Context: an optimization exercise on an open-source flow, tuned for small area. The choices shown serve that exercise and are no tape-out recipe. Function was checked by simulation only, so behaviour that the tests miss may differ from the original. No activity file was given, so power comes from the tool's default toggle rates.

## the previous run
==> module multiple, before the edit <==
module multiple(
 input iClk,
 input iReset_n,
 input iChipSelect_n,
 input iWrite_n,
 input iRead_n,
 input [3:0] iAddress,
 input [31:0] iData,
 output reg [31:0] oData
 );
	reg [31:0] a, b, c, d;
	reg za, zb, zc, zd;
	reg [3:0] control;
	wire wr = ~iChipSelect_n & ~iWrite_n;
	wire rd = ~iChipSelect_n & ~iRead_n;
	always @(posedge iClk, negedge iReset_n)
		if (~iReset_n) begin
			za <= 1'b1; zb <= 1'b1; zc <= 1'b1; zd <= 1'b1;
			control <= 4'd0;
		end else if (wr) begin
			case (iAddress)
			4'd0: za <= 1'b0;
			4'd1: zb <= 1'b0;
			4'd2: zc <= 1'b0;
			4'd3: zd <= 1'b0;
			4'd4: control <= iData[3:0];
			default: ;
			endcase
		end
	reg pac;
	always @(posedge iClk)
		if (wr) begin
			case (iAddress)
			4'd0: begin a <= iData; pac <= 1'b1; end
			4'd1: begin b <= iData; pac <= 1'b0; end
			4'd2: begin c <= iData; pac <= 1'b1; end
			4'd3: begin d <= iData; pac <= 1'b0; end
			default: ;
			endcase
		end
	wire [15:0] nx = ~(pac ? a[15:0] : b[15:0]);
	wire [15:0] ny = ~(pac ? c[15:0] : d[15:0]);
	wire [31:0] m16;
	wire [7:0] m8h;
	wire [3:0] m4h;
	mul3 mul(.nx(nx), .ny(ny), .p16(m16), .p8h(m8h), .p4h(m4h));
	reg pacd;
	reg [31:0] l16, o16;
	reg [7:0] l8h, o8h;
	reg [3:0] l4h, o4h;
	wire sw = pac ^ pacd;
	always @(posedge iClk) begin
		pacd <= pac;
		l16 <= m16; l8h <= m8h; l4h <= m4h;
		if (sw) begin
			o16 <= l16; o8h <= l8h; o4h <= l4h;
		end
	end
	reg zl, zo;
	always @(posedge iClk, negedge iReset_n)
		if (~iReset_n) begin
			zl <= 1'b1; zo <= 1'b1;
		end else begin
			zl <= pac ? (za | zc) : (zb | zd);
			zo <= pac ? (zb | zd) : (za | zc);
		end
	reg hd, rn, md1, md0;
	always @(posedge iClk) begin
		hd <= control[2] & control[3] & control[1] & ~control[0];
		rn <= control[2] & control[3];
		md1 <= control[1];
		md0 <= control[0];
	end
	function [31:0] msel(input [31:0] p16, input [7:0] p8h, input [3:0] p4h, input z);
		msel = z ? 32'd0 : {p16[31:16] & {16{md1}},
		                    md0 ? (md1 ? p16[15:8] : p8h) : 8'd0,
		                    md0 ? p16[7:4] : p4h,
		                    p16[3:0]};
	endfunction
	reg [31:0] rst;
	reg vst;
	wire [31:0] res;
	add32 add(.x(hd ? rst : msel(l16, l8h, l4h, zl)), .y(msel(o16, o8h, o4h, zo | hd)), .s(res));
	wire val = hd ? vst : rn;
	always @(posedge iClk) begin
		rst <= res;
		vst <= val;
	end
	wire vis = control[2] & val;
	always @(posedge iClk, negedge iReset_n)
		if (~iReset_n)
			oData <= 32'd0;
		else if (rd) begin
			case (iAddress)
			4'd0: oData <= za ? 32'd0 : a;
			4'd1: oData <= zb ? 32'd0 : b;
			4'd2: oData <= zc ? 32'd0 : c;
			4'd3: oData <= zd ? 32'd0 : d;
			4'd4: oData[3:0] <= control;
			4'd5: oData <= vis ? res : 32'd0;
			4'd6: oData[1:0] <= {2{vis}};
			default: ;
			endcase
		end
endmodule
==> flow/config.mk <==
export PLATFORM = sky130hd
export DESIGN_NAME = multiple
export DESIGN_NICKNAME = multiple
export VERILOG_FILES = /design/flow/design.v
export SDC_FILE = /design/flow/constraint.sdc
export NUM_CORES = 4
export LEC_CHECK = 0
export CAP_MARGIN = 20
export CORE_MARGIN = 2
export CORE_UTILIZATION = 40
export CTS_CLUSTER_DIAMETER = 120
export CTS_CLUSTER_SIZE = 26
export SLEW_MARGIN = 20
export SYNTH_HIERARCHICAL = 1
==> flow/constraint.sdc <==
create_clock -name core_clock -period 9.0 [get_ports {iClk}]
set_input_delay 1.8000 -clock core_clock [delete_from_list [all_inputs] [get_ports {iClk}]]
set_output_delay 1.8000 -clock core_clock [all_outputs]
set_load 0.01 [all_outputs]
standard.sh (not shown) runs the stock make flow with config.mk's settings and CLKGATE_MAP_FILE= SYNTH_SCRIPT=/design/flow/synth_recipe.tcl, a recipe that flattens the netlist after the stock synthesis.
==> flow/flow/run.sh <==
#!/bin/bash
# The standard layout, with the input and output port buffers made of the
# smallest buffer cell (every port still gets its own buffer).
set -euo pipefail
export BUFFER_PORTS_ARGS="-buffer_cell sky130_fd_sc_hd__buf_1"
bash standard.sh > standard_flow.log 2>&1
The previous run: flow completed, timing, DRC and antenna clean
Changes in the current run relative to the previous run:
--- a/flow/design.v
+++ b/flow/design.v
@@ -1848,8 +1848,9 @@
 		md0 <= control[0];
 	end
-	function [31:0] msel(input [31:0] p16, input [7:0] p8h, input [3:0] p4h, input z);
-		msel = z ? 32'd0 : {p16[31:16] & {16{md1}},
-		                    md0 ? (md1 ? p16[15:8] : p8h) : 8'd0,
-		                    md0 ? p16[7:4] : p4h,
+	function [31:0] msel(input [31:0] p16, input [7:0] p8h, input [3:0] p4h,
+	                     input z, input m1, input m0);
+		msel = z ? 32'd0 : {p16[31:16] & {16{m1}},
+		                    m0 ? (m1 ? p16[15:8] : p8h) : 8'd0,
+		                    m0 ? p16[7:4] : p4h,
 		                    p16[3:0]};
 	endfunction
@@ -1857,5 +1858,5 @@
 	reg vst;
 	wire [31:0] res;
-	add32 add(.x(hd ? rst : msel(l16, l8h, l4h, zl)), .y(msel(o16, o8h, o4h, zo | hd)), .s(res));
+	add32 add(.x(hd ? rst : msel(l16, l8h, l4h, zl, md1, md0)), .y(msel(o16, o8h, o4h, zo | hd, md1, md0)), .s(res));
 	wire val = hd ? vst : rn;
 	always @(posedge iClk) begin
==> run summary <==
In terms of setup slack on the worst flop-to-flop path, the previous run and the current run differ only marginally.
Diff the current run..the previous run | detail-routed via count per cell | unchanged
Diff the current run..the previous run | antenna diode count | unchanged
Switching part of the total power: the previous run vs the current run identical
Multi-input gate share of total cell area came out exactly the same in the previous run and the current run.
The previous run and the current run ended up with roughly the same total power.

-- what the ideal ports hide --
In the flow no input, the clock included, has a driving cell. The finished layouts below were timed again as built, in two steps.
Step 1 sets driving cells, clkbuf_16 on the clock port and buf_2 on the other inputs (assumed; they add their load-dependent delay and slew).
Step 2, shift: input delay + t, output delay - t, t = (earliest + latest rising clock arrival at the registers) / 2. This alone moves slack from input paths to output paths.
Three values: ideal, step 1, step 2; two values: the first two.
run | t, ns | setup slack, ns | worst data-port slew with drivers (ns)
the previous run | 0.550 | 0.814 / 0.814 / 0.814 | 0.10
the current run | 0.550 | 0.814 / 0.814 / 0.814 | 0.10
After both steps every run listed still meets setup and hold.
